Source: an optimization exercise on an open RTL-to-GDS flow (aim: small area, a short achievable clock period and few clock cycles per item). Production flows keep margins and buffers that such runs may drop. Where RTL was checked, it was by simulation tests only, not by an equivalence proof against the original. No functional check of the RTL was part of runs 2 to 4. No activity file was given, so power comes from the tool's default toggle rates.

### design/flow/flow/run.sh
#!/bin/bash
# Standard ORFS layout, with timing repair aiming below the clock period.
set -euo pipefail
bash standard.sh SETUP_SLACK_MARGIN=10.2 GPL_TIMING_DRIVEN=1 finish > standard_flow.log 2>&1
### design/flow/standard.sh
#!/bin/bash
# synth_recipe.tcl (not shown) runs the flow's synth.tcl, then flattens the netlist and writes it again
# the make line also repeats each setting of config.mk as NAME=value (left out here)
make -C /OpenROAD-flow-scripts/flow DESIGN_CONFIG=/design/flow/config.mk WORK_HOME=/design/flow/orfs CLKGATE_MAP_FILE= SYNTH_SCRIPT=/design/flow/synth_recipe.tcl "${@:-finish}"
### design/flow/config.mk
export PLATFORM = sky130hd
export DESIGN_NAME = rsa_xcel_naive_RSAXcel
export DESIGN_NICKNAME = rsa_xcel_naive_RSAXcel
export VERILOG_FILES = /design/flow/design.v
export SDC_FILE = /design/flow/constraint.sdc
export NUM_CORES = 4
export LEC_CHECK = 0
export CAP_MARGIN = 20
export CORE_MARGIN = 2
export CORE_UTILIZATION = 40
export GPL_ROUTABILITY_DRIVEN = 0
export GPL_TIMING_DRIVEN = 0
export PLACE_DENSITY = 0.6
export SLEW_MARGIN = 20
### design/flow/constraint.sdc
create_clock -name core_clock -period 15.0 [get_ports {clk}]
set_input_delay 3.0000 -clock core_clock [delete_from_list [all_inputs] [get_ports {clk}]]
set_output_delay 3.0000 -clock core_clock [all_outputs]
set_load 0.01 [all_outputs]
### design/flow/design.v
module rsa_xcel_naive_RSAXcel
(
    input  logic clk,
    input  logic reset,
    input  logic [37:0]  xcel_reqstream_msg,    
    input  logic         xcel_reqstream_val,
    output logic         xcel_reqstream_rdy,
    output logic [32:0]  xcel_respstream_msg,   
    output logic         xcel_respstream_val,
    input  logic         xcel_respstream_rdy
);
    localparam K     = 4;            
    localparam NSLOT = 36;           
    localparam NCYC  = NSLOT / K;    
    localparam ST_IDLE = 2'd0;
    localparam ST_DBL  = 2'd1;       
    localparam ST_MM   = 2'd2;       
    localparam OP_SQ  = 2'd0;        
    localparam OP_MUL = 2'd1;        
    localparam OP_FIN = 2'd2;        
    logic [31:0]  b_r, e_r, n_r;     
    logic         busy;              
    logic         go_pend;           
    logic [1:0]   pend;              
    logic         t0, t1;            
    logic [1:0]   st;
    logic [1:0]   op;
    logic [3:0]   cyc;
    logic [6:0]   dcnt;
    logic [4:0]   idx;
    logic         inbit;             
    logic [32:0]  r;                 
    logic [31:0]  bt;                
    logic [34:0]  S;                 
    logic [34:1]  C;
    logic [K-1:0] dsq, dmul, dfin;   
    logic rdy_r, val_r;              
    assign xcel_reqstream_rdy = rdy_r;
    logic       acc, is_wr, deq, go_acc;
    logic [4:0] addr;
    assign acc    = xcel_reqstream_val & xcel_reqstream_rdy;
    assign is_wr  = xcel_reqstream_msg[37];
    assign addr   = xcel_reqstream_msg[36:32];
    assign go_acc = acc & is_wr & ( addr == 5'd0 );
    assign deq    = val_r & xcel_respstream_rdy;
    assign xcel_respstream_val = val_r;
    assign xcel_respstream_msg = { t0, r[31:0] & {32{~t0}} };
    logic [1:0] pend_nxt;
    logic       busy_nxt;
    assign pend_nxt = reset ? 2'd0 : pend + {1'b0, acc} - {1'b0, deq};
    always @( posedge clk ) begin
        pend  <= pend_nxt;
        busy  <= busy_nxt;
        val_r <= ( pend_nxt != 2'd0 );
        rdy_r <= ~busy_nxt & ( pend_nxt != 2'd2 );
        case ( {acc, deq} )
            2'b10: if ( pend == 2'd0 ) t0 <= is_wr; else t1 <= is_wr;
            2'b01: t0 <= t1;
            2'b11: if ( pend == 2'd1 ) t0 <= is_wr;
                   else begin t0 <= t1; t1 <= is_wr; end
            default: ;
        endcase
    end
    always @( posedge clk ) begin
        if ( acc & is_wr ) begin
            if ( addr == 5'd1 ) b_r <= xcel_reqstream_msg[31:0];
            if ( addr == 5'd2 ) e_r <= xcel_reqstream_msg[31:0];
            if ( addr == 5'd3 ) n_r <= xcel_reqstream_msg[31:0];
        end
    end
    logic rd_pend;
    assign rd_pend = ( ( pend != 2'd0 ) & ~t0 ) | ( ( pend == 2'd2 ) & ~t1 );
    logic start;
    assign start = go_pend & ~rd_pend & ( st == ST_IDLE );
    logic        dbl;
    logic        fast;
    logic [32:0] v;
    assign dbl  = start | ( st == ST_DBL );
    assign fast = n_r[31];
    assign v    = start ? {1'b0, b_r & {32{fast}}} : {bt, inbit};
    logic [34:0] add_x, add_y;
    logic [35:0] add_s;
    assign add_x = S | ( {2'b0, v} & {35{dbl}} );
    assign add_y = {C, 1'b0} | ( ~{3'b0, n_r} & {35{dbl}} );
    always @( * ) begin : bk
        logic [35:0] g, p, G, P;
        integer      d, i;
        g = {add_x & add_y, dbl};
        p = {add_x ^ add_y, 1'b0};
        G = g;
        P = p;
        for ( d = 1; d < 36; d = d * 2 )
            for ( i = 2 * d - 1; i < 36; i = i + 2 * d ) begin
                G[i] = G[i] | ( P[i] & G[i-d] );
                P[i] = P[i] & P[i-d];
            end
        for ( d = 8; d >= 1; d = d / 2 )
            for ( i = 3 * d - 1; i < 36; i = i + 2 * d ) begin
                G[i] = G[i] | ( P[i] & G[i-d] );
                P[i] = P[i] & P[i-d];
            end
        add_s = {G[35], p[35:1] ^ G[34:0]};
    end
    logic        ge;
    logic [31:0] red;                
    logic [32:0] sum;                
    assign ge  = add_s[35];
    assign red = ge ? add_s[31:0] : v[31:0];
    assign sum = add_s[32:0];
    logic [34:0] s_o, c_o;
    always @( * ) begin : csa
        logic [34:0] s, c, qn, s1, c1, s2, c2;
        logic [34:0] si [0:K];       
        logic [34:0] ci [0:K];
        logic [34:0] ab [0:K-1];
        logic        q [0:K];
        logic        x1;
        integer      j;
        for ( j = 0; j < K; j = j + 1 )
            ab[j] = {2'b0, ( r & {33{dsq[j]}} ) | ( {1'b0, bt} & {33{dmul[j]}} ) | {32'd0, dfin[j]}};
        si[0] = S;
        ci[0] = {C, 1'b0};
        q[0]  = S[0];
        q[1]  = S[1] ^ C[1] ^ ab[0][0] ^ ( q[0] & ~n_r[1] );
        for ( j = 0; j < K; j = j + 1 ) begin
            s  = si[j];
            c  = ci[j];
            if ( j + 2 <= K ) begin
                x1 = s[1] ^ c[1] ^ ( q[j] & n_r[1] );
                q[j+2] = ( s[2] ^ c[2] ^ ( q[j] & n_r[2] ) )
                       ^ ( ( s[1] & c[1] ) | ( ( s[1] | c[1] ) & q[j] & n_r[1] ) )
                       ^ ab[j][1]
                       ^ ( ( x1 & q[j] ) | ( ( x1 | q[j] ) & ab[j][0] ) )
                       ^ ( q[j+1] & ~n_r[1] )
                       ^ ab[j+1 < K ? j+1 : 0][0] & ( j + 1 < K );
            end
            qn = q[j] ? {3'b0, n_r} : 35'd0;
            s1 = s ^ c ^ qn;
            c1 = ( s & c ) | ( s & qn ) | ( c & qn );
            s1 = s1 >> 1;
            s2 = s1 ^ c1 ^ ab[j];
            c2 = ( s1 & c1 ) | ( s1 & ab[j] ) | ( c1 & ab[j] );
            si[j+1] = s2;
            ci[j+1] = {c2[33:0], 1'b0};
        end
        s = si[K];
        c = ci[K];
        s_o = s;
        c_o = c;
    end
    logic ebit;
    assign ebit = e_r[idx];
    logic cpa;                       
    assign cpa = ( st == ST_MM ) & ( cyc == NCYC[3:0] );
    logic lead;                      
    assign lead = ( st == ST_DBL ) & ( dcnt == 7'd66 );
    logic       nxt_done;
    logic [1:0] nxt_op;
    logic       nxt_dec;
    always @( * ) begin
        nxt_done = 1'b0;
        nxt_op   = op;
        nxt_dec  = 1'b0;
        if ( lead ) begin
            if ( ~ebit ) nxt_done = 1'b1;                
            else if ( idx == 5'd0 ) nxt_op = OP_FIN;
            else begin nxt_op = OP_SQ; nxt_dec = 1'b1; end
        end
        else case ( op )
            OP_SQ: begin
                if ( ebit ) nxt_op = OP_MUL;
                else if ( idx == 5'd0 ) nxt_op = OP_FIN;
                else nxt_dec = 1'b1;
            end
            OP_MUL: begin
                if ( idx == 5'd0 ) nxt_op = OP_FIN;
                else begin nxt_op = OP_SQ; nxt_dec = 1'b1; end
            end
            default: nxt_done = 1'b1;
        endcase
    end
    always @( * ) begin
        busy_nxt = busy;
        if ( go_acc ) busy_nxt = 1'b1;
        if ( lead & nxt_done ) busy_nxt = 1'b0;
        if ( ( st == ST_MM ) & ( op == OP_FIN ) & ( cyc == NCYC[3:0] - 4'd1 ) )
            busy_nxt = 1'b0;
        if ( reset ) busy_nxt = 1'b0;
    end
    always @( posedge clk ) begin
        if ( reset ) begin
            st      <= ST_IDLE;
            go_pend <= 1'b0;
        end
        else begin
            if ( go_acc ) go_pend <= 1'b1;
            if ( start ) begin
                go_pend <= 1'b0;
                st      <= ST_DBL;
            end
            if ( lead ) st <= nxt_done ? ST_IDLE : ST_MM;
            if ( cpa & nxt_done ) st <= ST_IDLE;
        end
    end
    logic [32:0]    r_nxt;           
    logic [NSLOT+K-1:0] r_ext;
    assign r_nxt = lead ? {1'b0, red} : sum;
    assign r_ext = {{(NSLOT+K-33){1'b0}}, r};
    always @( posedge clk ) begin
        S <= ( ( st == ST_MM ) & ~cpa ) ? s_o      : 35'd0;
        C <= ( ( st == ST_MM ) & ~cpa ) ? c_o[34:1] : 34'd0;
    end
    always @( posedge clk ) begin
        if ( start ) begin
            bt   <= red;
            dcnt <= fast ? 7'd32 : 7'd0;
            idx  <= 5'd31;
        end
        if ( st == ST_DBL ) begin
            bt   <= red;
            dcnt <= dcnt + 7'd1;
            if ( ~ebit & ( idx != 5'd0 ) ) idx <= idx - 5'd1;
        end
        if ( start )
            inbit <= ~fast & b_r[31];
        else
            inbit <= ~( dcnt[6] | dcnt[5] | ( dcnt[4:0] == 5'd31 ) ) & b_r[~( dcnt[4:0] + 5'd1 )];
        if ( lead | cpa ) begin
            cyc  <= 4'd0;
            op   <= nxt_op;
            if ( nxt_dec ) idx <= idx - 5'd1;
            r    <= nxt_done & lead ? 33'd1 : r_nxt;
            dsq  <= r_nxt[K-1:0] & {K{nxt_op == OP_SQ}};
            dmul <= r_nxt[K-1:0] & {K{nxt_op == OP_MUL}};
            dfin <= r_nxt[K-1:0] & {K{nxt_op == OP_FIN}};
        end
        else if ( st == ST_MM ) begin
            cyc  <= cyc + 4'd1;
            dsq  <= r_ext[(cyc+4'd1)*K +: K] & {K{op == OP_SQ}};
            dmul <= r_ext[(cyc+4'd1)*K +: K] & {K{op == OP_MUL}};
            dfin <= r_ext[(cyc+4'd1)*K +: K] & {K{op == OP_FIN}};
        end
    end
endmodule
==> results.cfg, run 1 <==
[pwr]
p_leak_nw = 10.1
power_frac_seq_pct = 41.5
p_total_mw = 2.05
intPower_mw = 1.48
p_switching_mw = 0.564
p_comb_share_pct = 16.9
p_clk_share_pct = 41.6
sw_frac_of_total_pct = 27.6
peakVddDrop_mv = 0.0689
pwr_density_cell_nw_per_um2 = 83.8

[detailed_routing]
antenna_left = 0
vias_per_cell = 5.73
drt_wl_total_um = 62800
vias = 14900
wl_per_cell_um = 24.2
drc = 0
drt_pass1_iterations = 7
drtIter0Drc = 1241

[timing]
final.setup_skew_ns = 0.0156
period_share_pct = 32.9
setup_viol = 0
min_period_ns = 4.93
finalHoldViolations = 0
fin_setup_tns_ns = 0
worst_pin_slew_ns = 0.822
rsz0062_at_grt = true
finalHoldWorstSlack_ns = 0.526
fmax_ghz = 0.203
finalWorstSetupSlack_ns = 10.07
relSlewSlack_pct = 45.2
maxSlewViolCount = 0

[setup_path]
cp-end-kind = flop
critPathMaxFanout = 34
critPathMostFrequentCell = fa_1
cp_top_family = adder cells
cp_num_buf_inv = 6
arrival_ns = 5.37
slowest_delay_ns = 0.57
worst_path_max_delay_cell = fa_2
cp_cell_sequence = buf_12 > and2_1 > fa_1 > inv_1 > fa_1 > inv_1 > fa_2 > xor2_2 > xnor3_1 > xor2_2 > xor2_4 > buf_4 > buf_12 > nand2_1 > fa_1 > inv_1 > fa_1 > and2_1
start_kind = flop
worstPathRequired_ns = 15.43
worst-setup-path-type = flop to flop

[global_route]
grt_pass1_wl_um = 94900
antenna_found_initial = 1
track_usage_pct = 23.5
grt-ovfl-total = 0
grt_pass1_vias = 15600
grt_max_degree = 49

[die]
num_io_pins = 77
fp.dieH_um = 233
core_area_sq_um = 51500
rows = 83
initial_utilization_pct = 40.6
dieArea_sq_um = 54200
die_w_um = 233

[logic_synthesis]
synth_fp_nets = 2199
synthTopCellsByArea = edfxtp_1 (26%), fa_1 (26%), dfxtp_1 (8.3%), ha_1 (4.0%), a22oi_1 (3.8%)
netlist_top_cells_count = fa_1 (275), inv_1 (197), edfxtp_1 (184)
synth.most_common_cell = fa_1
synth_seq_cells = 271
synth_edf_count = 184
ys_seq_area_share_pct = 34.7
synth_cell_types = 61
synth_ff_type = edfxtp_1
netlist.top_cell.by_area = edfxtp_1
avgSynthCellArea_sq_um = 11.5
synth_top_area_share_pct = 26.4
synthCells = 1815
yosysWarnings = 5
synth_async_sr_flop_share_pct = 0
syn_area_sq_um = 20900

[clock_network]
cts_max_level = 2
cts_made_buffers = 34
clockRootBuffer = clkbuf_16
cts_tree = done
worstSkewPairLatency_ns = 0.55
cts.clk_slew.worst_paths_ns = 0.06
holdBufCountCts = 0
cts.sinks = 271
clockBufferDepth = 3

[finish]
final_net_count = 2275
area_growth_pct = 16.7
drive_gt1_share_pct = 10.9
n_fill_cell = 4704
diodes = 0
stdcell_area_sq_um = 24400

[job]
max-cap-violations = 0

[status]
outcome = timing/DRC/antenna clean

[place]
hpwlAfterDp_um = 42400
port_buffers = 76
pre_cts_ws_ns = 8.98
place_area_sq_um = 22400

[min_path]
min_path_type = flop to flop
[sequential cells by signal, summed over array words and instances, names as in the netlist, 5 cells and up]
register / flops
C: 34
bt: 32
dcnt: 7
n_r: 32
b_r: 32
S: 35
e_r: 32
r: 33
idx: 5
[cell usage in the layout, fill, tap and decap left out, types with 17 or more instances in the layout]
master,count
clkdlybuf4s50_1,44
buf_4,39
ha_1,67
dfxtp_1,86
mux4_2,17
o21ai_0,28
nor2_1,59
nand2_1,119
and2_1,104
o22ai_1,29
nor2b_1,38
a22o_1,39
inv_1,196
o21bai_1,40
clkbuf_16,39
a221o_1,21
fa_1,261
edfxtp_1,184
a21oi_1,52
mux2i_1,46
a22oi_1,106
dlymetal6s2s_1,32
and3_1,23
[worst min-delay path: stages (launching register included)]
cell	delay, ns
dfxtp_1	0.33
nor2_1	0.10
nor3_1	0.05
[cell families (layout without fill, tap and decap cells)]
logic type                 count (synthesis)  count (layout)  share of synthesized area, %
AOI/OAI and AO/OA                        368             369                          12.6
xor gates and xnor gates                  37              37                          1.81
adders and majority gates                344             344                          30.4
buffers and inverters                    292             391                          5.44
DFF                                      271             271                          34.7
muxes                                     68              68                          4.30
and+or+nand+nor                          435             436                          10.7
[final cells by class]
type	count	area, sq um	area share (%)
multi-input combinational	1254	12900	53.0
clock buffer	45	986	4.04
tap	680	851	3.48
timing repair buffer	133	1480	6.04
inverter	197	739	3.03
clock inverter	16	155	0.635
sequential	271	7270	29.8
[metrics by stage]
stage / instances / util (%)
5_1_grt: 2596 / 47.4
3_3_place_gp: 2500 / 43.6
4_1_cts: 2580 / 46.7
2_1_floorplan: 1815 / -
3_5_place_dp: 2500 / 43.6
6_report: 2596 / 47.4
[per-layer routing]
metal / vias to the layer above / track usage, % / wire (um) / part of all wire, %
met5: - / 0 / 0 / 0
met4: 0 / 7.70 / 1950 / 3.1
met3: 112 / 3.95 / 4800 / 7.6
met2: 595 / 38.7 / 30100 / 48
met1: 7717 / 31.5 / 25900 / 41
li1: 6444 / - / - / -
[final timing paths]
path	slack, ns	cells after the start	from	endpoint
max	10.07	18	S[0]	S[20]
min	0.53	2	go_pend	go_pend
max reg2reg	10.07	18	S[0]	S[20]
min reg2reg	0.53	2	go_pend	go_pend
[what timing repair did]
item,4_1_cts,5_1_grt
cloned,3,3
pin swaps,30,2
buffers inserted,16,13
gates resized for setup,80,61
endpoints found under the setup margin,208,182
[power groups by stage]
stage / Combinational, mW / Sequential [mW] / Clock [mW]
floorplan: 0.203 / 0.844 / 0
global placement: 0.304 / 0.864 / 0
detailed placement: 0.311 / 0.865 / 0
CTS: 0.326 / 0.850 / 0.860
global route: 0.381 / 0.853 / 0.892
finish: 0.345 / 0.850 / 0.850
Testbench counts, summed over its fixed seeds: cycles 70,518, items 192.
==> inputs of run 2 (changes only) <==
--- a/design/flow/design.v
+++ b/design/flow/design.v
@@ -73,10 +73,11 @@
     logic start;
     assign start = go_pend & ~rd_pend & ( st == ST_IDLE );
     logic        dbl;
-    logic        fast;
+    logic        fast;               
     logic [32:0] v;
     assign dbl  = start | ( st == ST_DBL );
-    assign fast = n_r[31];
+    always @( posedge clk )
+        if ( st == ST_IDLE ) fast <= n_r[31];
     assign v    = start ? {1'b0, b_r & {32{fast}}} : {bt, inbit};
     logic [34:0] add_x, add_y;
     logic [35:0] add_s;
@@ -234,7 +235,7 @@
             dmul <= r_nxt[K-1:0] & {K{nxt_op == OP_MUL}};
             dfin <= r_nxt[K-1:0] & {K{nxt_op == OP_FIN}};
         end
-        else if ( st == ST_MM ) begin
+        else begin
             cyc  <= cyc + 4'd1;
             dsq  <= r_ext[(cyc+4'd1)*K +: K] & {K{op == OP_SQ}};
             dmul <= r_ext[(cyc+4'd1)*K +: K] & {K{op == OP_MUL}};
==> results.cfg, run 2 <==
[detailed_routing]
drc = 0
antenna_left = 0
wl_per_cell_um = 25.0
drt_wl_total_um = 65700
drtIter0Drc = 1386
vias_per_cell = 5.77
drt_pass1_iterations = 5
vias = 15200

[place]
port_buffers = 76
hpwlAfterDp_um = 43600

[die]
num_io_pins = 77
initial_utilization_pct = 40.6
core_area_sq_um = 51400
rows = 83
die_w_um = 232
dieArea_sq_um = 54000
fp.dieH_um = 232

[timing]
worst_pin_slew_ns = 1.05
min_period_ns = 4.99
final.setup_skew_ns = 0.0258
relSlewSlack_pct = 30.0
maxSlewViolCount = 0
finalHoldViolations = 0
period_share_pct = 33.3
fmax_ghz = 0.200
setup_viol = 0
fin_setup_tns_ns = 0
rsz0062_at_grt = true

[logic_synthesis]
ys_seq_area_share_pct = 34.4
avgSynthCellArea_sq_um = 11.5
synth_edf_count = 173
netlist.top_cell.by_area = fa_1
synth_seq_cells = 272
synth_top_area_share_pct = 26.4
syn_area_sq_um = 20900
synth_fp_nets = 2196
netlist_top_cells_count = fa_1 (275), inv_1 (194), edfxtp_1 (173)
synthTopCellsByArea = fa_1 (26%), edfxtp_1 (25%), dfxtp_1 (9.5%), a22oi_1 (4.0%), ha_1 (4.0%)
synth_cell_types = 73
synth.most_common_cell = fa_1
synthCells = 1812
synth_ff_type = edfxtp_1
yosysWarnings = 5
synth_async_sr_flop_share_pct = 0

[finish]
area_growth_pct = 18.2
regMostFlops = S
layout_commonest_cell = fa_1
drive_gt1_share_pct = 12.6
final_net_count = 2307
final_cell_mix = fa_1 (260), inv_1 (190), edfxtp_1 (173), nand2_1 (113), a22oi_1 (112)
regArea_sq_um = 7180
post-route-util_pct = 48.0
multi_input_comb_area_sq_um = 12900
reg_top3 = S x35, C x34, r x33
largest_reg_flops = 35
n_fill_cell = 4630

[setup_path]
r2r_end = S[0]
start_kind = flop
reg2reg_from = S[0]
startpoint = S[0]
worstPathRequired_ns = 15.45
cp-endpoint = S[0]
ff2ff_path_depth = 14
r2r_slack_ns = 10.01
worst-setup-path-type = flop to flop
cp-end-kind = flop
critPathMaxFanout = 7
arrival_ns = 5.45

[clock_network]
cts.sinks = 272
worstSkewPairLatency_ns = 0.56
cts_made_buffers = 34
clockBufferDepth = 3
cts_max_level = 2
holdBufCountCts = 0
clockRootBuffer = clkbuf_16
cts.clk_slew.worst_paths_ns = 0.06
cts_tree = done

[global_route]
grt_pass1_wl_um = 98000
busiest_layer = met2
antenna_found_initial = 1
met2_usage_pct = 39.7
grt-ovfl-total = 0
grt_pass1_vias = 15900
grt_max_degree = 70
grt_use_met3_pct = 3.68
track_usage_pct = 24.3
grtUsageMet1_pct = 33.0

[min_path]
min_path_type = flop to flop

[pwr]
p_comb_share_pct = 39.1
p_leak_nw = 9.37
peakVddDrop_mv = 0.0900
intPower_mw = 1.77
pwr_density_cell_nw_per_um2 = 112
p_total_mw = 2.77
power_frac_seq_pct = 31.0
sw_frac_of_total_pct = 36.2
p_switching_mw = 1.00
p_clk_share_pct = 29.9

[job]
max-cap-violations = 0

[status]
outcome = timing/DRC/antenna clean
## run 2: cell types whose count changed after synthesis, moves of 6 or more
cell,delta
a31oi_1,+8
a211oi_1,-6
a22o_1,+10
o21ai_1,+9
o22ai_1,-6
o21ai_0,-16
a21oi_1,-6
edfxtp_1,-11
dfxtp_1,+12
## run 2: metal layers
metal | part of all wire (%) | routed length, um
met3 | 8.9 | 5850
met1 | 41 | 26700
met2 | 47 | 30900
met5 | 0 | 0
met4 | 3.5 | 2300
## run 2: cell families after synthesis
family                   Yosys count  synth area share (%)
adder cells (fa/ha/maj)          344                  30.5
buffers and inverters            287                  5.36
flip-flops                       272                  34.4
AND/OR/NAND/NOR                  434                  10.8
XOR/XNOR                          33                  1.59
AO/OA/AOI/OAI                    375                  13.1
multiplexers                      67                  4.26
## run 2: layout make-up
class                      count  share of cell area, %
antenna                        1                 0.0101
clock buffer                  45                   3.99
clock inverter                17                  0.517
inverter                     196                   2.98
multi-input combinational   1254                   52.4
sequential                   272                   29.1
tap                          680                   3.45
timing repair buffer         165                   7.54
## run 2: timing repair
action                                  4_1_cts  5_1_grt
endpoints found under the setup margin      206      145
buffers inserted                             33       15
resized for setup                            64       66
pin swaps                                     7        8
cloned                                        7        6
## run 2: worst min-delay path by stage
stage / from / endpoint / slack [ns] / cells past startpoint
after global routing: go_pend / go_pend / 0.55 / 2
after CTS: go_pend / go_pend / 0.51 / 2
after global placement: idx[2] / idx[2] / 0.50 / 1
after floorplan: idx[2] / idx[2] / 0.47 / 1
final: go_pend / go_pend / 0.51 / 2
after detailed placement: go_pend / go_pend / 0.50 / 2
## run 2: worst max-delay path: stages (launching register included)
cell     delay [ns]
dfxtp_4        0.36
buf_12         0.14
buf_16         0.15
and2_4         0.14
fa_1           0.47
inv_1          0.05
fa_1           0.52
fa_2           0.45
fa_2           0.54
fa_1           0.44
fa_1           0.49
inv_1          0.05
fa_2           0.52
fa_2           0.41
and2_1         0.14
## run 2: power by group through the flow
stage          logic (mW)  clock network, mW  registers, mW
3_5_place_dp        0.896                  0          0.874
3_3_place_gp        0.871                  0          0.872
5_1_grt              1.21              0.865          0.863
6_report             1.09              0.828          0.859
4_1_cts              1.03              0.839          0.858
2_1_floorplan       0.625                  0          0.855
## run 2: per-stage QoR
step	instance area [sq um]	hold WS, ns	setup slack [ns]	instances
global placement	22400	0.502	8.90	2504
CTS	24200	0.509	10.02	2608
finish	24700	0.513	10.01	2630
detailed placement	22500	0.497	8.78	2506
floorplan	20900	0.471	10.12	1812
global route	24700	0.555	9.87	2629
==> inputs of run 3 (changes only) <==
==> design/flow/flow/run.sh (replaced) <==
#!/bin/bash
# Standard ORFS layout, with timing repair aiming below the clock period.
set -euo pipefail
bash standard.sh SETUP_SLACK_MARGIN=10.0 GPL_TIMING_DRIVEN=1 finish > standard_flow.log 2>&1
==> results.cfg, run 3 <==
[detailed_routing]
drt_pass1_iterations = 6
vias_per_cell = 5.83
drt_wl_total_um = 66100
vias = 15200
antenna_left = 0
drc = 0
drtIter0Drc = 1337
wl_per_cell_um = 25.4

[timing]
period_share_pct = 33.5
fmax_ghz = 0.199
finalWorstSetupSlack_ns = 9.97
maxSlewViolCount = 0
finalHoldViolations = 0
rsz0062_at_grt = true
min_period_ns = 5.03
worst_pin_slew_ns = 1.06
fin_setup_tns_ns = 0
relSlewSlack_pct = 29.0
final.setup_skew_ns = 0.0344
setup_viol = 0

[finish]
layoutNonFillerInstCount = 2605
final_net_count = 2284
layout_commonest_cell = fa_1
drive_gt1_share_pct = 10.4
diodes = 0
regMostFlops = S
reg_top3 = S x35, C x34, r x33
n_fill_cell = 4632
area_growth_pct = 17.1
largest_reg_flops = 35
final_cell_mix = fa_1 (262), inv_1 (192), edfxtp_1 (173), nand2_1 (129), a22oi_1 (112)

[global_route]
grt_max_degree = 66
grt_pass1_vias = 16000
antenna_found_initial = 1
track_usage_pct = 23.2
grt_pass1_wl_um = 95000
grt-ovfl-total = 0

[logic_synthesis]
syn_area_sq_um = 20900
synth_seq_cells = 272
synth_fp_nets = 2196
netlist.top_cell.by_area = fa_1
synth_ff_type = edfxtp_1
netlist_top_cells_count = fa_1 (275), inv_1 (194), edfxtp_1 (173)
avgSynthCellArea_sq_um = 11.5
synthCells = 1812
synthTopCellsByArea = fa_1 (26%), edfxtp_1 (25%), dfxtp_1 (9.5%), a22oi_1 (4.0%), ha_1 (4.0%)
synth_cell_types = 73
synth_edf_count = 173
synth_async_sr_flop_share_pct = 0
synth_top_area_share_pct = 26.4
yosysWarnings = 5
ys_seq_area_share_pct = 34.4
synth.most_common_cell = fa_1

[setup_path]
worst_path_max_delay_cell = fa_1
ff2ff_path_depth = 16
critPathMaxFanout = 15
cp-end-kind = flop
worstPathRequired_ns = 15.47
cp_num_buf_inv = 5
arrival_ns = 5.50
cp_top_family = adder cells
slowest_delay_ns = 0.58
start_kind = flop
cp_cell_sequence = buf_12 > a221o_1 > inv_2 > xnor2_4 > xor2_4 > buf_4 > clkbuf_16 > nand2_1 > fa_1 > fa_1 > fa_1 > fa_2 > fa_1 > inv_1 > fa_1 > and2_1
cp-endpoint = S[22]
worst-setup-path-type = flop to flop
r2r_slack_ns = 9.97
r2r_end = S[22]
critPathMostFrequentCell = fa_1
cp.depth = 16
startpoint = dmul[0]
reg2reg_from = dmul[0]

[die]
num_io_pins = 77
dieArea_sq_um = 54000
rows = 83
fp.dieH_um = 232
initial_utilization_pct = 40.6
core_area_sq_um = 51400
die_w_um = 232

[min_path]
min_path_type = flop to flop
hp-start = go_pend
hold_depth = 2

[place]
port_buffers = 76
hpwlAfterDp_um = 43800
pre_cts_ws_ns = 9.18
dpl.cell_count = 2505

[pwr]
pwr_density_cell_nw_per_um2 = 113
peakVddDrop_mv = 0.113
p_leak_nw = 9.05

[clock_network]
cts.clk_slew.worst_paths_ns = 0.06
cts.sinks = 272
worstSkewPairLatency_ns = 0.61
cts_max_level = 1
holdBufCountCts = 0
cts_made_buffers = 31
cts_tree = done
clockBufferDepth = 3
clockRootBuffer = clkbuf_16

[job]
max-cap-violations = 0

[status]
outcome = timing/DRC/antenna clean
## run 3: worst min-delay path by stage
stage | endpoint
detailed placement | go_pend
global route | idx[2]
CTS | go_pend
floorplan | idx[2]
finish | go_pend
global placement | idx[2]
## run 3: final cells by class
type	instances	area [sq um]	share of cell area, %
Tap cell	680	851	3.48
Clock inverter	18	288	1.18
Multi-Input combinational cell	1253	12800	52.4
Timing Repair Buffer	146	1680	6.87
Inverter	196	736	3.01
Sequential cell	272	7180	29.4
Clock buffer	40	882	3.61
## run 3: where the power goes
| part | switching (mW) | internal [mW] | leakage [nW] |
|---|---|---|---|
| registers | 0.0418 | 0.819 | 2.37 |
| clock network | 0.337 | 0.536 | 0.565 |
| logic | 0.592 | 0.433 | 6.12 |
## run 3: kinds of logic after synthesis
group	after synthesis	synth area share, %
and+or+nand+nor	434	10.8
AOI/OAI and AO/OA	375	13.1
adders and majority gates	344	30.5
buffers and inverters	287	5.36
DFF	272	34.4
muxes	67	4.26
xor gates and xnor gates	33	1.59
## run 3: worst reg2reg max path: cells and delay by family (launching register included)
kind            cells  cell delay (ns)
fa+ha+maj           6             2.93
buf+inv             5             0.69
flops               1             0.38
compound gates      1             0.33
xor+xnor            2             0.33
simple gates        2             0.25
## run 3: timing repair
action | CTS | global route
pin swaps | 2 | 6
endpoints found under the setup margin | 174 | 129
gates resized for setup | 30 | 48
gates cloned | 0 | 13
buffers inserted | 12 | 17
## run 3: metrics by stage
stage / utilization, % / hold slack (ns) / area [sq um] / power (mW)
floorplan: - / 0.471 / 20900 / 1.48
global route: 47.5 / 0.568 / 24400 / 2.92
global placement: 43.6 / 0.494 / 22400 / 1.72
CTS: 46.3 / 0.510 / 23800 / 2.67
detailed placement: 43.7 / 0.498 / 22500 / 1.77
finish: 47.5 / 0.510 / 24400 / 2.76
## run 3: per-layer routing
metal  track usage, %  part of all wire, %
met1             31.0                   40
met2             39.2                   48
met3             2.50                  8.2
met4             8.03                  3.9
met5                0                    0
==> inputs of run 4 (changes only) <==
--- a/design/flow/design.v
+++ b/design/flow/design.v
@@ -29,6 +29,7 @@
     logic [6:0]   dcnt;
     logic [4:0]   idx;
     logic         inbit;             
+    logic         q0r;               
     logic [32:0]  r;                 
     logic [31:0]  bt;                
     logic [34:0]  S;                 
@@ -73,11 +74,10 @@
     logic start;
     assign start = go_pend & ~rd_pend & ( st == ST_IDLE );
     logic        dbl;
-    logic        fast;               
+    logic        fast;
     logic [32:0] v;
     assign dbl  = start | ( st == ST_DBL );
-    always @( posedge clk )
-        if ( st == ST_IDLE ) fast <= n_r[31];
+    assign fast = n_r[31];
     assign v    = start ? {1'b0, b_r & {32{fast}}} : {bt, inbit};
     logic [34:0] add_x, add_y;
     logic [35:0] add_s;
@@ -109,6 +109,7 @@
     assign red = ge ? add_s[31:0] : v[31:0];
     assign sum = add_s[32:0];
     logic [34:0] s_o, c_o;
+    logic        q_o;
     always @( * ) begin : csa
         logic [34:0] s, c, qn, s1, c1, s2, c2;
         logic [34:0] si [0:K];       
@@ -121,7 +122,7 @@
             ab[j] = {2'b0, ( r & {33{dsq[j]}} ) | ( {1'b0, bt} & {33{dmul[j]}} ) | {32'd0, dfin[j]}};
         si[0] = S;
         ci[0] = {C, 1'b0};
-        q[0]  = S[0];
+        q[0]  = q0r;
         q[1]  = S[1] ^ C[1] ^ ab[0][0] ^ ( q[0] & ~n_r[1] );
         for ( j = 0; j < K; j = j + 1 ) begin
             s  = si[j];
@@ -146,6 +147,7 @@
         end
         s = si[K];
         c = ci[K];
+        q_o = q[K];
         s_o = s;
         c_o = c;
     end
@@ -210,6 +212,7 @@
     always @( posedge clk ) begin
         S <= ( ( st == ST_MM ) & ~cpa ) ? s_o      : 35'd0;
         C <= ( ( st == ST_MM ) & ~cpa ) ? c_o[34:1] : 34'd0;
+        q0r <= ( st == ST_MM ) & ~cpa & q_o;
     end
     always @( posedge clk ) begin
         if ( start ) begin
@@ -235,7 +238,7 @@
             dmul <= r_nxt[K-1:0] & {K{nxt_op == OP_MUL}};
             dfin <= r_nxt[K-1:0] & {K{nxt_op == OP_FIN}};
         end
-        else begin
+        else if ( st == ST_MM ) begin
             cyc  <= cyc + 4'd1;
             dsq  <= r_ext[(cyc+4'd1)*K +: K] & {K{op == OP_SQ}};
             dmul <= r_ext[(cyc+4'd1)*K +: K] & {K{op == OP_MUL}};
==> design/flow/flow/run.sh (replaced) <==
#!/bin/bash
# Standard ORFS layout, with timing repair aiming below the clock period.
set -euo pipefail
bash standard.sh SETUP_SLACK_MARGIN=10.2 GPL_TIMING_DRIVEN=1 finish > standard_flow.log 2>&1
==> results.cfg, run 4 <==
[pwr]
peakVddDrop_mv = 0.0733
intPower_mw = 1.46
pwr_density_cell_nw_per_um2 = 79.9
p_leak_nw = 10.1
sw_frac_of_total_pct = 28.3
power_frac_seq_pct = 41.6
p_comb_share_pct = 17.8
p_clk_share_pct = 40.6
p_switching_mw = 0.578
p_total_mw = 2.04

[min_path]
holdPathEnd = go_pend
hold_depth = 2
hp-start = go_pend
min_path_type = flop to flop

[finish]
stdcell_area_sq_um = 25600
layoutNonFillerInstCount = 2646
area_growth_pct = 22.1
largest_reg_flops = 35
diodes = 0
regMostFlops = S
final_cell_mix = fa_1 (219), edfxtp_1 (184), inv_1 (176), a22oi_1 (105), nand2_1 (93)
final_net_count = 2327
drive_gt1_share_pct = 20.7
layout_commonest_cell = fa_1
reg_top3 = S x35, C x34, r x33

[logic_synthesis]
yosysWarnings = 5
netlist.top_cell.by_area = edfxtp_1
synthTopCellsByArea = edfxtp_1 (26%), fa_1 (26%), dfxtp_1 (8.4%), ha_1 (4.1%), a22oi_1 (3.8%)
synth.most_common_cell = fa_1
synthCells = 1809
synth_edf_count = 184
synth_ff_type = edfxtp_1
synth_cell_types = 65
avgSynthCellArea_sq_um = 11.6
synth_async_sr_flop_share_pct = 0
synth_top_area_share_pct = 26.4
synth_fp_nets = 2195
synth_seq_cells = 272
ys_seq_area_share_pct = 34.8
syn_area_sq_um = 21000
netlist_top_cells_count = fa_1 (275), inv_1 (202), edfxtp_1 (184)

[timing]
final.setup_skew_ns = 0.0286
relSlewSlack_pct = 20.4
finalHoldViolations = 0
setup_viol = 0
period_share_pct = 34.0
fmax_ghz = 0.196
finalHoldWorstSlack_ns = 0.499
fin_setup_tns_ns = 0
worst_pin_slew_ns = 1.19
rsz0062_at_grt = true
maxSlewViolCount = 0
min_period_ns = 5.10

[place]
dpl.cell_count = 2495
port_buffers = 76
hpwlAfterDp_um = 43400
place_area_sq_um = 22500

[setup_path]
r2r_end = S[27]
reg2reg_from = n_r[31]
r2r_slack_ns = 9.92
ff2ff_path_depth = 13
worst-setup-path-type = flop to output pin
arrival_ns = 2.10
cp-end-kind = output pin
worstPathRequired_ns = 12.00
critPathMaxFanout = 16
start_kind = flop

[die]
num_io_pins = 77
fp.dieH_um = 233
initial_utilization_pct = 40.7
rows = 83
core_area_sq_um = 51500
die_w_um = 233
dieArea_sq_um = 54200

[job]
max-cap-violations = 0

[detailed_routing]
drt_pass1_iterations = 5
vias = 15500
wl_per_cell_um = 25.8
antenna_left = 0
drtIter0Drc = 1786
drc = 0
vias_per_cell = 5.86
drt_wl_total_um = 68200

[clock_network]
cts_made_buffers = 34
cts_max_level = 2
cts.sinks = 272
cts.clk_slew.worst_paths_ns = 0.06
holdBufCountCts = 0
worstSkewPairLatency_ns = 0.56
clockBufferDepth = 3
cts_tree = done
clockRootBuffer = clkbuf_16

[status]
outcome = timing/DRC/antenna clean

[global_route]
track_usage_pct = 24.9
grt_pass1_vias = 16100
antenna_found_initial = 3
grt_max_degree = 50
grt_pass1_wl_um = 99300
grt-ovfl-total = 0
run 4: cell types whose count changed in the layout (fill, tap and decap cells not counted), sizes merged, moves of 12 or more:
| cell | previous run | this run |
|---|---|---|
| a22o | 49 | 35 |
| nor2 | 61 | 49 |
| buf | 60 | 107 |
| o21ai | 25 | 45 |
run 4: power groups by stage:
stage | combinational [mW] | clock (mW) | sequential (mW)
2_1_floorplan | 0.184 | 0 | 0.848
3_3_place_gp | 0.304 | 0 | 0.863
3_5_place_dp | 0.307 | 0 | 0.864
4_1_cts | 0.327 | 0.843 | 0.849
5_1_grt | 0.390 | 0.870 | 0.852
6_report | 0.363 | 0.829 | 0.851
run 4: logic make-up after synthesis:
kind of cell    share of synthesized area (%)
xor+xnor                                 1.82
simple gates                             10.3
fa+ha+maj                                30.5
compound gates                           12.6
flops                                    34.8
buf+inv                                  5.45
mux                                      4.62
run 4: final cells by class:
class	count	area (sq um)
Tap cell	680	851
Inverter	202	758
Clock buffer	40	895
Clock inverter	21	198
Fill cell	4549	25900
Multi-Input combinational cell	1240	13400
Timing Repair Buffer	191	2220
Sequential cell	272	7290
run 4: what timing repair did:
| item | CTS | global route |
|---|---|---|
| resized for setup | 160 | 136 |
| setup endpoints to repair | 231 | 181 |
| cloned | 10 | 6 |
| setup buffers | 37 | 37 |
| pin swaps | 30 | 65 |
run 4: routing by layer:
layer | GRT usage (%) | share of wire [%] | wire length [um]
met4 | 9.73 | 4.4 | 3020
met3 | 6.47 | 9.6 | 6550
met2 | 40.0 | 47 | 31800
met5 | 0 | 0 | 0
met1 | 32.3 | 39 | 26800
run 4: worst max-delay path: stages (launching register included):
cell	delay, ns
edfxtp_1	0.46
buf_4	0.20
clkbuf_16	0.20
nor2b_1	0.13
clkdlybuf4s50_1	0.54
run 4: worst max path at each step:
stage	startpoint	endpoint	slack [ns]	depth (start not counted)
after floorplan	q0r	S[0]	10.17	16
after global placement	q0r	S[6]	8.51	18
after detailed placement	q0r	S[1]	8.53	15
after CTS	r[0]	S[8]	10.00	15
after global routing	n_r[31]	S[27]	9.84	13
final	t0	xcel_respstream_msg[27]	9.90	4
run 4: metrics by stage:
| stage | util [%] | setup WS (ns) |
|---|---|---|
| floorplan | - | 10.17 |
| global placement | 43.6 | 8.51 |
| finish | 49.7 | 9.90 |
| CTS | 47.9 | 10.00 |
| global route | 49.7 | 9.84 |
| detailed placement | 43.6 | 8.53 |
==> inputs of run 5 (changes only) <==
--- a/design/flow/design.v
+++ b/design/flow/design.v
@@ -29,7 +29,6 @@
     logic [6:0]   dcnt;
     logic [4:0]   idx;
     logic         inbit;             
-    logic         q0r;               
     logic [32:0]  r;                 
     logic [31:0]  bt;                
     logic [34:0]  S;                 
@@ -109,7 +108,6 @@
     assign red = ge ? add_s[31:0] : v[31:0];
     assign sum = add_s[32:0];
     logic [34:0] s_o, c_o;
-    logic        q_o;
     always @( * ) begin : csa
         logic [34:0] s, c, qn, s1, c1, s2, c2;
         logic [34:0] si [0:K];       
@@ -122,7 +120,7 @@
             ab[j] = {2'b0, ( r & {33{dsq[j]}} ) | ( {1'b0, bt} & {33{dmul[j]}} ) | {32'd0, dfin[j]}};
         si[0] = S;
         ci[0] = {C, 1'b0};
-        q[0]  = q0r;
+        q[0]  = S[0];
         q[1]  = S[1] ^ C[1] ^ ab[0][0] ^ ( q[0] & ~n_r[1] );
         for ( j = 0; j < K; j = j + 1 ) begin
             s  = si[j];
@@ -147,7 +145,6 @@
         end
         s = si[K];
         c = ci[K];
-        q_o = q[K];
         s_o = s;
         c_o = c;
     end
@@ -212,7 +209,6 @@
     always @( posedge clk ) begin
         S <= ( ( st == ST_MM ) & ~cpa ) ? s_o      : 35'd0;
         C <= ( ( st == ST_MM ) & ~cpa ) ? c_o[34:1] : 34'd0;
-        q0r <= ( st == ST_MM ) & ~cpa & q_o;
     end
     always @( posedge clk ) begin
         if ( start ) begin
==> design/flow/flow/run.sh (replaced) <==
#!/bin/bash
# Standard ORFS layout, with timing repair aiming below the clock period and
# plain buffers on the ports.
set -euo pipefail
bash standard.sh SETUP_SLACK_MARGIN=10.2 GPL_TIMING_DRIVEN=1 \
    "BUFFER_PORTS_ARGS=-buffer_cell sky130_fd_sc_hd__buf_2" finish > standard_flow.log 2>&1
==> results.cfg, run 5 <==
[global_route]
grt-ovfl-total = 0
grt_max_degree = 49
grt_pass1_wl_um = 93700
antenna_found_initial = 1
track_usage_pct = 23.3
grt_pass1_vias = 15400

[detailed_routing]
drt_wl_total_um = 62000
wl_per_cell_um = 23.9
antenna_left = 0
drt_pass1_iterations = 7
drc = 0
vias = 14800
vias_per_cell = 5.72
drtIter0Drc = 1301

[finish]
final_cell_mix = fa_1 (270), inv_1 (196), edfxtp_1 (184), nand2_1 (131), a22oi_1 (106)
regMostFlops = S
reg_top3 = S x35, C x34, r x33
largest_reg_flops = 35
regArea_sq_um = 7270
diodes = 0
multi_input_comb_area_sq_um = 12800
layout_commonest_cell = fa_1
final_net_count = 2271
drive_gt1_share_pct = 13.8
n_fill_cell = 4731
area_growth_pct = 13.7

[setup_path]
worstPathRequired_ns = 15.45
cp-end-kind = flop
start_kind = flop
worst-setup-path-type = flop to flop
arrival_ns = 5.41
critPathMaxFanout = 11

[logic_synthesis]
yosysWarnings = 5
netlist_top_cells_count = fa_1 (275), inv_1 (197), edfxtp_1 (184)
synth_cell_types = 61
netlist.top_cell.by_area = edfxtp_1
synth_top_area_share_pct = 26.4
synthTopCellsByArea = edfxtp_1 (26%), fa_1 (26%), dfxtp_1 (8.3%), ha_1 (4.0%), a22oi_1 (3.8%)
syn_area_sq_um = 20900
synth_edf_count = 184
synth_ff_type = edfxtp_1
synthCells = 1815
synth_async_sr_flop_share_pct = 0
avgSynthCellArea_sq_um = 11.5
ys_seq_area_share_pct = 34.7
synth_fp_nets = 2199
synth.most_common_cell = fa_1
synth_seq_cells = 271

[clock_network]
cts.sinks = 271
cts_made_buffers = 35
holdBufCountCts = 0
clockRootBuffer = clkbuf_16
clockBufferDepth = 3
cts.clk_slew.worst_paths_ns = 0.06
worstSkewPairLatency_ns = 0.55
cts_tree = done
cts_max_level = 2

[timing]
rsz0062_at_grt = true
maxSlewViolCount = 0
final.setup_skew_ns = 0.0151
fmax_ghz = 0.201
period_share_pct = 33.1
relSlewSlack_pct = 28.3
setup_viol = 0
finalWorstSetupSlack_ns = 10.04
finalHoldViolations = 0
fin_setup_tns_ns = 0
worst_pin_slew_ns = 1.08
min_period_ns = 4.96

[place]
hpwlAfterDp_um = 42900
port_buffers = 76
pre_cts_ws_ns = 9.19

[die]
rows = 83
initial_utilization_pct = 40.6
num_io_pins = 77
die_w_um = 233
fp.dieH_um = 233
core_area_sq_um = 51500
dieArea_sq_um = 54200

[job]
max-cap-violations = 0

[status]
outcome = timing/DRC/antenna clean

[pwr]
pwr_density_cell_nw_per_um2 = 83.9
p_leak_nw = 9.58
peakVddDrop_mv = 0.0700

[min_path]
min_path_type = flop to flop
run 5: logic make-up (layout without fill, tap and decap cells):
family	Yosys count	after routing	synth area share, %
AOI/OAI and AO/OA	368	368	12.6
and+or+nand+nor	435	435	10.7
buffers and inverters	292	389	5.44
DFF	271	271	34.7
muxes	68	68	4.30
adders and majority gates	344	344	30.4
xor gates and xnor gates	37	37	1.81
run 5: where the power goes:
part	switching, mW	total [mW]	internal, mW	leakage, nW
sequential	0.0327	0.847	0.815	2.37
clock	0.345	0.845	0.500	0.547
combinational	0.188	0.305	0.117	6.66
run 5: critical path, stage by stage (launching register included):
cell,delay [ns]
dfxtp_4,0.37
buf_4,0.16
clkbuf_16,0.17
and2_1,0.15
fa_1,0.49
inv_1,0.05
fa_1,0.46
fa_1,0.52
fa_1,0.45
fa_1,0.53
fa_1,0.43
fa_1,0.49
inv_1,0.05
fa_1,0.41
and2_1,0.14
run 5: repair_timing:
item	CTS	global route
pin swaps	5	7
endpoints found under the hold margin	0	0
endpoints found under the setup margin	138	118
gates resized for setup	32	39
buffers inserted	15	8
cloned	2	3
run 5: final cells by class:
class                   instances  area share, %
inverters                     197           3.11
flip-flops and latches        271           30.6
repair buffers                130           4.22
multi-input cells            1252           53.8
well taps                     680           3.58
clock inverters                15          0.557
clock buffers                  47           4.18
run 5: routing by layer:
metal | GRT usage (%) | wire length (um) | share of wire, %
met4 | 7.48 | 2000 | 3.2
met2 | 38.2 | 29400 | 47
met3 | 5.33 | 5230 | 8.4
met1 | 30.7 | 25400 | 41
met5 | 0 | 0 | 0
run 5: worst paths after layout:
kind | startpoint | endpoint | slack, ns | cells past startpoint
max | S[0] | S[18] | 10.04 | 14
min | go_pend | go_pend | 0.54 | 2
max reg2reg | S[0] | S[18] | 10.04 | 14
min reg2reg | go_pend | go_pend | 0.54 | 2
run 5: stage by stage:
stage                     util, %  hold WS, ns  instances  total power [mW]  area, sq um
final                        46.2        0.539       2592              2.00        23800
after global placement       42.8        0.511       2502              1.15        22100
after CTS                    45.6        0.534       2581              2.00        23500
after floorplan                 -        0.481       1815              1.05        21000
after detailed placement     42.8        0.522       2502              1.15        22100
after global routing         46.2        0.572       2592              2.08        23800
Testbench counts of run 5, summed over its fixed seeds: cycles 70,518, items 192.
==> inputs of run 6 (changes only) <==
==> design/flow/flow/run.sh (replaced) <==
#!/bin/bash
# Standard ORFS layout, with timing repair aiming below the clock period and
# plain buffers on the ports; the generic gate mapping before the full-adder
# extraction is skipped, which leaves the adder rows without inverters.
set -euo pipefail
bash standard.sh SETUP_SLACK_MARGIN=10.2 GPL_TIMING_DRIVEN=1 SYNTH_ARGS=-noabc \
    "BUFFER_PORTS_ARGS=-buffer_cell sky130_fd_sc_hd__buf_2" finish > standard_flow.log 2>&1
==> results.cfg, run 6 <==
[detailed_routing]
vias_per_cell = 5.86
vias = 14200
drt_pass1_iterations = 5
drt_wl_total_um = 61800
drtIter0Drc = 1145
antenna_left = 0
drc = 0
wl_per_cell_um = 25.5

[finish]
area_growth_pct = 14.4
regMostFlops = S
largest_reg_flops = 35
drive_gt1_share_pct = 19.4
final_net_count = 2107
final_cell_mix = fa_1 (200), edfxtp_1 (184), and2_1 (183), a22o_1 (133), dfxtp_1 (86)
post-route-util_pct = 46.3
layout_commonest_cell = fa_1
reg_top3 = S x35, C x34, r x33
n_fill_cell = 4647

[logic_synthesis]
syn_area_sq_um = 20800
synth_edf_count = 184
synth_ff_type = edfxtp_1
synth_seq_cells = 271
synth.most_common_cell = fa_1
yosysWarnings = 5
synth_cell_types = 68
synth_fp_nets = 2041
synthCells = 1655
synth_top_area_share_pct = 26.6
ys_seq_area_share_pct = 35.0
netlist_top_cells_count = fa_1 (276), and2_1 (205), edfxtp_1 (184)
synthTopCellsByArea = edfxtp_1 (27%), fa_1 (27%), dfxtp_1 (8.4%), and2_1 (6.2%), a22o_1 (5.6%)
netlist.top_cell.by_area = edfxtp_1
synth_async_sr_flop_share_pct = 0
avgSynthCellArea_sq_um = 12.6

[die]
num_io_pins = 77
rows = 83
fp.dieH_um = 232
initial_utilization_pct = 40.5
die_w_um = 232
core_area_sq_um = 51300
dieArea_sq_um = 53800

[timing]
worst_pin_slew_ns = 1.12
finalHoldViolations = 0
period_share_pct = 33.7
rsz0062_at_grt = true
fin_setup_tns_ns = 0
setup_viol = 0
maxSlewViolCount = 0
final.setup_skew_ns = 0.0213
fmax_ghz = 0.198
min_period_ns = 5.05
relSlewSlack_pct = 25.4

[place]
hpwlAfterDp_um = 42900
port_buffers = 76

[setup_path]
arrival_ns = 5.50
critPathMaxFanout = 8
critPathMostFrequentCell = fa_1
ff2ff_path_depth = 11
cp-end-kind = flop
cp_cell_sequence = clkbuf_16 > and2_4 > fa_2 > fa_1 > fa_2 > fa_1 > fa_2 > fa_1 > fa_1 > fa_1 > and2_1
worst-setup-path-type = flop to flop
slowest_delay_ns = 0.57
worstPathRequired_ns = 15.45
start_kind = flop
worst_path_max_delay_cell = fa_2

[global_route]
busiest_layer = met2
track_usage_pct = 23.0
grt_pass1_vias = 15100
grt-ovfl-total = 0
grt_pass1_wl_um = 92700
grt_use_met3_pct = 4.10
met2_usage_pct = 37.7
grt_max_degree = 51
grtUsageMet1_pct = 30.9
antenna_found_initial = 5

[pwr]
p_leak_nw = 9.78
p_total_mw = 1.97
pwr_density_cell_nw_per_um2 = 83.0
peakVddDrop_mv = 0.0963

[min_path]
hold_depth = 2
min_path_type = flop to flop

[clock_network]
cts_max_level = 2
clockBufferDepth = 3
cts.clk_slew.worst_paths_ns = 0.06
cts_made_buffers = 35
cts_tree = done
cts.sinks = 271
worstSkewPairLatency_ns = 0.55
clockRootBuffer = clkbuf_16

[job]
max-cap-violations = 0

[status]
outcome = timing/DRC/antenna clean
==> run 6: cell count changes after synthesis, sizes merged, moves of 15 or more <==
cell	before	now
nand2	135	37
a21oi	56	74
and2	105	205
a22oi	107	15
a22o	39	133
mux2i	46	31
inv	197	21
==> run 6: kinds of logic after synthesis <==
| logic type | count (synthesis) | share of synthesized area, % |
|---|---|---|
| simple gates | 436 | 12.1 |
| compound gates | 396 | 14.5 |
| fa+ha+maj | 344 | 30.7 |
| flops | 271 | 35.0 |
| buf+inv | 119 | 2.30 |
| mux | 53 | 3.66 |
| xor+xnor | 36 | 1.76 |
==> run 6: worst max-delay path, delay by kind of cell (launching register included) <==
| kind | cells | cell delay (ns) |
|---|---|---|
| flops | 1 | 0.39 |
| buf+inv | 1 | 0.20 |
| simple gates | 2 | 0.31 |
| fa+ha+maj | 8 | 4.04 |
==> run 6: per-stage QoR <==
step / worst slack, ns / std cells / hold slack, ns / cell area (sq um)
3_3_place_gp: 9.38 / 2341 / 0.508 / 21900
5_1_grt: 9.88 / 2424 / 0.535 / 23800
6_report: 9.95 / 2425 / 0.527 / 23800
2_1_floorplan: 10.13 / 1655 / 0.472 / 20800
3_5_place_dp: 9.30 / 2341 / 0.518 / 21900
4_1_cts: 9.98 / 2412 / 0.529 / 23300
==> run 6: worst paths after layout <==
kind / start / slack [ns] / to
worst max-delay path: S[0] / 9.95 / S[25]
worst min-delay path: go_pend / 0.53 / go_pend
worst max register to register: S[0] / 9.95 / S[25]
worst min register to register: go_pend / 0.53 / go_pend
==> run 6: area by class of cell <==
cell class	count	area, sq um	share of cell area (%)
diodes	1	2.50	0.0105
clock buffers	44	972	4.09
clock inverters	16	116	0.490
inverters	21	82.6	0.347
multi-input cells	1265	13500	56.8
flip-flops and latches	271	7270	30.6
well taps	680	851	3.58
repair buffers	125	948	3.99
repair inverters	2	12.5	0.0526
==> run 6: layer usage <==
metal / part of all wire, % / routed length (um)
met1: 42 / 26100
met4: 3.1 / 1940
met5: 0 / 0
met3: 7.1 / 4380
met2: 48 / 29400
==> run 6: what timing repair did <==
| action | CTS | global route |
|---|---|---|
| hold buffers | 0 | 0 |
| resized for setup | 51 | 96 |
| pin swaps | 52 | 93 |
| cloned | 3 | 4 |
| setup buffers | 8 | 8 |
| endpoints found under the setup margin | 138 | 117 |
==> run 6: power breakdown <==
part	total, mW	internal, mW	switching, mW
sequential	0.856	0.814	0.0425
clock	0.822	0.476	0.345
combinational	0.295	0.127	0.169
==> inputs of run 7 (changes only) <==
==> design/flow/flow/run.sh (replaced) <==
#!/bin/bash
# Standard ORFS layout, with timing repair aiming below the clock period.
set -euo pipefail
bash standard.sh SETUP_SLACK_MARGIN=10.2  finish > standard_flow.log 2>&1
--- a/design/flow/config.mk
+++ b/design/flow/config.mk
@@ -7,8 +7,8 @@
 export LEC_CHECK = 0
 export CAP_MARGIN = 20
 export CORE_MARGIN = 2
-export CORE_UTILIZATION = 40
+export CORE_UTILIZATION = 75
 export GPL_ROUTABILITY_DRIVEN = 0
-export GPL_TIMING_DRIVEN = 0
-export PLACE_DENSITY = 0.6
+export GPL_TIMING_DRIVEN = 1
+export PLACE_DENSITY = 0.85
 export SLEW_MARGIN = 20
==> results.cfg, run 7 <==
[clock_network]
cts_tree = done
cts_max_level = 1
clockRootBuffer = clkbuf_16
cts.sinks = 271
holdBufCountCts = 0
worstSkewPairLatency_ns = 0.56
cts_made_buffers = 29
cts.clk_slew.worst_paths_ns = 0.07
clockBufferDepth = 3

[logic_synthesis]
synth.most_common_cell = fa_1
synth_ff_type = edfxtp_1
synth_async_sr_flop_share_pct = 0
synth_top_area_share_pct = 26.4
netlist.top_cell.by_area = edfxtp_1
netlist_top_cells_count = fa_1 (275), inv_1 (197), edfxtp_1 (184)
synth_seq_cells = 271
ys_seq_area_share_pct = 34.7
synth_cell_types = 61
synthTopCellsByArea = edfxtp_1 (26%), fa_1 (26%), dfxtp_1 (8.3%), ha_1 (4.0%), a22oi_1 (3.8%)
syn_area_sq_um = 20900
synth_edf_count = 184
avgSynthCellArea_sq_um = 11.5
synth_fp_nets = 2199
yosysWarnings = 5
synthCells = 1815

[setup_path]
r2r_end = S[6]
worst-setup-path-type = flop to flop
arrival_ns = 5.64
critPathMaxFanout = 8
start_kind = flop
ff2ff_path_depth = 14
reg2reg_from = S[0]
r2r_slack_ns = 9.81
startpoint = S[0]
cp-end-kind = flop
worstPathRequired_ns = 15.45

[status]
outcome = timing/DRC/antenna clean

[detailed_routing]
vias_per_cell = 7.34
antenna_left = 0
wl_per_cell_um = 30.9
drt_wl_total_um = 71300
vias = 16900
drc = 0
drt_pass1_iterations = 7
drtIter0Drc = 2834

[pwr]
p_total_mw = 1.99
peakVddDrop_mv = 0.0945
pwr_density_cell_nw_per_um2 = 80.7
p_leak_nw = 9.93

[min_path]
hold_depth = 2
holdPathEnd = go_pend
hp-start = go_pend
min_path_type = flop to flop

[die]
initial_utilization_pct = 75.7
dieArea_sq_um = 29300
num_io_pins = 77
die_w_um = 171
fp.dieH_um = 171
core_area_sq_um = 27600
rows = 61

[global_route]
antenna_found_initial = 3
grt_pass1_vias = 17600
grt_pass1_wl_um = 103000
grt_max_degree = 42
grt-ovfl-total = 0
track_usage_pct = 48.5

[place]
pre_cts_ws_ns = 8.67
place_area_sq_um = 22100
port_buffers = 76
hpwlAfterDp_um = 40500
dpl.cell_count = 2198

[timing]
finalWorstSetupSlack_ns = 9.81
final.setup_skew_ns = 0.0158
finalHoldWorstSlack_ns = 0.540
fin_setup_tns_ns = 0
finalHoldViolations = 0
rsz0062_at_grt = true
fmax_ghz = 0.193
min_period_ns = 5.19
maxSlewViolCount = 0
relSlewSlack_pct = 25.6
setup_viol = 0
worst_pin_slew_ns = 1.11
period_share_pct = 34.6

[finish]
regMostFlops = S
multi_input_comb_area_sq_um = 13400
largest_reg_flops = 35
post-route-util_pct = 89.1
stdcell_area_sq_um = 24600
layoutNonFillerInstCount = 2306
final_net_count = 2288
area_growth_pct = 17.7
regArea_sq_um = 7270
reg_top3 = S x35, C x34, r x33
drive_gt1_share_pct = 20.9
final_cell_mix = fa_1 (198), edfxtp_1 (184), inv_1 (167), a22oi_1 (102), nand2_1 (97)
layout_commonest_cell = fa_1
n_fill_cell = 1191

[job]
max-cap-violations = 0
[run 7: what timing repair did]
| action | 4_1_cts | 5_1_grt |
|---|---|---|
| gates cloned | 13 | 2 |
| pin swaps | 21 | 31 |
| endpoints found under the setup margin | 176 | 159 |
| resized for setup | 227 | 125 |
| buffers inserted | 26 | 12 |
[run 7: cell families (layout without fill, tap and decap cells)]
logic type | after synthesis | count (layout) | share of synthesized area, %
and+or+nand+nor | 435 | 438 | 10.7
adders and majority gates | 344 | 344 | 30.4
buffers and inverters | 292 | 398 | 5.44
DFF | 271 | 271 | 34.7
other | 0 | 2 | 0
xor gates and xnor gates | 37 | 37 | 1.81
AOI/OAI and AO/OA | 368 | 370 | 12.6
muxes | 68 | 68 | 4.30
[run 7: routing by layer]
metal | track usage, % | share of wire, % | wire length [um]
met1 | 60.0 | 30 | 21500
met2 | 72.8 | 44 | 31400
met3 | 15.7 | 16 | 11700
met4 | 34.2 | 9.3 | 6650
met5 | 0 | 0.032 | 23
[run 7: area by class of cell]
type	count	area share, %
sequential	271	29.5
clock inverter	16	0.635
antenna	2	0.0203
clock buffer	37	3.36
multi-input combinational	1257	54.5
tap	378	1.92
inverter	197	3.00
timing repair buffer	148	7.02
[run 7: worst max-delay path, cell delays in order (launching register included)]
cell	delay (ns)
dfxtp_4	0.36
buf_12	0.15
buf_16	0.16
and2_4	0.15
fa_1	0.52
inv_2	0.05
fa_2	0.53
fa_1	0.44
fa_2	0.56
fa_2	0.45
fa_2	0.55
fa_1	0.46
inv_2	0.10
fa_2	0.43
and2_1	0.16
[run 7: worst max-delay path by stage]
stage	to	slack, ns
detailed placement	r[30]	8.67
global placement	r[14]	8.92
CTS	S[22]	9.99
global route	S[6]	9.81
floorplan	e_r[0]	10.12
finish	S[6]	9.81
[run 7: report_power, final]
part	leakage, nW	internal, mW	switching [mW]	total [mW]
combinational	7.07	0.150	0.227	0.377
clock	0.487	0.439	0.318	0.756
sequential	2.37	0.814	0.0389	0.853
==> inputs of run 8 (changes only) <==
--- a/design/flow/config.mk
+++ b/design/flow/config.mk
@@ -7,8 +7,8 @@
 export LEC_CHECK = 0
 export CAP_MARGIN = 20
 export CORE_MARGIN = 2
-export CORE_UTILIZATION = 75
+export CORE_UTILIZATION = 55
 export GPL_ROUTABILITY_DRIVEN = 0
 export GPL_TIMING_DRIVEN = 1
-export PLACE_DENSITY = 0.85
+export PLACE_DENSITY = 0.7
 export SLEW_MARGIN = 20
==> results.cfg, run 8 <==
[status]
outcome = timing/DRC/antenna clean

[logic_synthesis]
synth_cell_types = 61
synth.most_common_cell = fa_1
avgSynthCellArea_sq_um = 11.5
synth_fp_nets = 2199
syn_area_sq_um = 20900
yosysWarnings = 5
synthCells = 1815
synth_ff_type = edfxtp_1
synth_top_area_share_pct = 26.4
netlist.top_cell.by_area = edfxtp_1
synth_async_sr_flop_share_pct = 0
synth_edf_count = 184
ys_seq_area_share_pct = 34.7
netlist_top_cells_count = fa_1 (275), inv_1 (197), edfxtp_1 (184)
synth_seq_cells = 271
synthTopCellsByArea = edfxtp_1 (26%), fa_1 (26%), dfxtp_1 (8.3%), ha_1 (4.0%), a22oi_1 (3.8%)

[timing]
relSlewSlack_pct = 29.9
setup_viol = 0
finalHoldViolations = 0
worst_pin_slew_ns = 1.05
period_share_pct = 33.7
finalWorstSetupSlack_ns = 9.95
fmax_ghz = 0.198
fin_setup_tns_ns = 0
rsz0062_at_grt = true
min_period_ns = 5.05
maxSlewViolCount = 0
final.setup_skew_ns = 0.0160

[global_route]
antenna_found_initial = 1
grt_max_degree = 42
track_usage_pct = 31.3
grt_pass1_wl_um = 92200
grt_pass1_vias = 15800
grt-ovfl-total = 0

[setup_path]
cp_num_buf_inv = 6
worst-setup-path-type = flop to flop
cp-end-kind = flop
r2r_slack_ns = 9.95
worst_path_max_delay_cell = fa_2
arrival_ns = 5.58
worstPathRequired_ns = 15.53
critPathMaxFanout = 8
slowest_delay_ns = 0.55
cp_cell_sequence = and2_4 > fa_1 > inv_1 > fa_1 > inv_1 > fa_2 > xor2_1 > xnor3_1 > xor2_2 > xor2_4 > buf_12 > buf_12 > buf_16 > nand2_4 > fa_1 > inv_1 > fa_2 > and2_1
start_kind = flop
cp_top_family = adder cells

[finish]
drive_gt1_share_pct = 13.8
final_cell_mix = fa_1 (245), inv_1 (188), edfxtp_1 (184), nand2_1 (119), a22oi_1 (102)
largest_reg_flops = 35
diodes = 0
regMostFlops = S
layoutNonFillerInstCount = 2430
reg_top3 = S x35, C x34, r x33
area_growth_pct = 16.4
layout_commonest_cell = fa_1
final_net_count = 2278
n_fill_cell = 2863

[clock_network]
cts.sinks = 271
clockBufferDepth = 3
clockRootBuffer = clkbuf_16
cts_max_level = 1
cts.clk_slew.worst_paths_ns = 0.07
worstSkewPairLatency_ns = 0.59
cts_made_buffers = 31
cts_tree = done

[die]
core_area_sq_um = 37600
rows = 71
num_io_pins = 77
fp.dieH_um = 199
die_w_um = 199
dieArea_sq_um = 39600
initial_utilization_pct = 55.7

[detailed_routing]
vias = 15200
drc = 0
vias_per_cell = 6.24
antenna_left = 0
route.met3.wl_um = 5640
drt_pass1_iterations = 6
wl_met2_um = 29200
drtIter0Drc = 1704
wl_per_cell_um = 25.0
met1_length_um = 23700
drt_wl_total_um = 60700
routed.top_layer = met4

[pwr]
peakVddDrop_mv = 0.0905
p_leak_nw = 10.0
p_total_mw = 1.98
pwr_density_cell_nw_per_um2 = 81.3

[place]
dpl.cell_count = 2333
hpwlAfterDp_um = 40800
port_buffers = 76
pre_cts_ws_ns = 8.88

[job]
max-cap-violations = 0

[min_path]
min_path_type = flop to flop
==> run 8: per-layer routing <==
layer | GRT usage [%] | vias to the layer above
li1 | - | 6459
met5 | 0 | -
met3 | 5.77 | 137
met4 | 11.8 | 0
met1 | 42.2 | 7783
met2 | 50.8 | 780
==> run 8: worst reg2reg max path, cell delays in order (launching register included) <==
cell and delay [ns]:
edfxtp_1 0.46, and2_4 0.20, fa_1 0.48, inv_1 0.05, fa_1 0.49, inv_1 0.05, fa_2 0.55, xor2_1 0.21
xnor3_1 0.30, xor2_2 0.29, xor2_4 0.21, buf_12 0.14, buf_12 0.10, buf_16 0.17, nand2_4 0.07, fa_1 0.55
inv_1 0.06, fa_2 0.51, and2_1 0.11
==> run 8: area by class of cell <==
type	instances	area, sq um	share of cell area, %
inverters	197	739	3.04
well taps	511	639	2.62
clock buffers	52	1010	4.13
repair buffers	141	1660	6.79
flip-flops and latches	271	7270	29.8
clock inverters	6	32.5	0.134
multi-input cells	1252	13000	53.4
==> run 8: kinds of logic after synthesis <==
kind of cell / share of synthesized area [%]
AOI/OAI and AO/OA: 12.6
xor gates and xnor gates: 1.81
adders and majority gates: 30.4
buffers and inverters: 5.44
DFF: 34.7
muxes: 4.30
and+or+nand+nor: 10.7
==> run 8: repair_timing <==
item / in CTS / in global routing
setup buffers: 23 / 8
pin swaps: 10 / 17
hold buffers: 0 / 0
gates cloned: 5 / 3
endpoints found under the setup margin: 176 / 182
gates resized for setup: 98 / 96
==> run 8: worst paths after layout <==
kind,startpoint,end,cells after the start
setup / recovery,n_r[3],S[6],18
hold / removal,go_pend,go_pend,2
setup reg to reg,n_r[3],S[6],18
hold reg to reg,go_pend,go_pend,2
==> run 8: power by group <==
| part | switching [mW] | internal [mW] | leakage (nW) |
|---|---|---|---|
| Clock | 0.321 | 0.453 | 0.517 |
| Combinational | 0.198 | 0.155 | 7.14 |
| Sequential | 0.0396 | 0.814 | 2.37 |
| Total | 0.558 | 1.42 | 10.0 |
==> run 8: through the flow <==
step                      util [%]  instance area [sq um]  hold WS (ns)
after floorplan                  -                  21000         0.481
after global placement        59.1                  22200         0.499
after detailed placement      59.1                  22200         0.516
after CTS                     63.6                  23900         0.533
after global routing          64.8                  24400         0.579
final                         64.8                  24400         0.530

## port drivers added, routing unchanged
No port has a modelled driver above. Below, the same layouts with a new extraction and two added sets of constraints. Step 1: set_driving_cell puts a clkbuf_16 on clk and a buf_2 on each other input, an assumption about the parent block. Step 2 also shifts input and output timing later by t, the mid clock arrival at the registers, as if the neighbouring blocks saw the same clock. a / b / c = ideal / step 1 / step 2; a / b = the first two.
run	t, ns	setup slack, ns	worst setup path at the end	latest minus earliest clock arrival (ns)	worst register clock-pin slew, ns
run 1	0.591	10.065 / 10.065 / 9.740	input to register	0.016 / 0.016	0.07 / 0.07
run 2	0.598	10.005 / 10.005 / 9.688	input to register	0.025 / 0.026	0.07 / 0.07
run 3	0.648	9.974 / 9.955 / 9.706	input to register	0.035 / 0.034	0.07 / 0.07
run 4	0.603	9.900 / 9.845 / 9.798	input to register	0.030 / 0.029	0.07 / 0.07
run 5	0.595	10.037 / 10.037 / 10.037	register to register	0.015 / 0.015	0.06 / 0.06
run 6	0.597	9.950 / 9.950 / 9.950	register to register	0.022 / 0.022	0.06 / 0.06
run 7	0.611	9.814 / 9.814 / 9.669	input to register	0.016 / 0.015	0.07 / 0.07
run 8	0.633	9.947 / 9.947 / 9.760	input to register	0.016 / 0.017	0.07 / 0.07
After both steps every run listed still meets setup and hold. For run 1, which loses most, drivers alone change the setup slack by 0.000 ns; drivers and shift together by -0.325 ns.
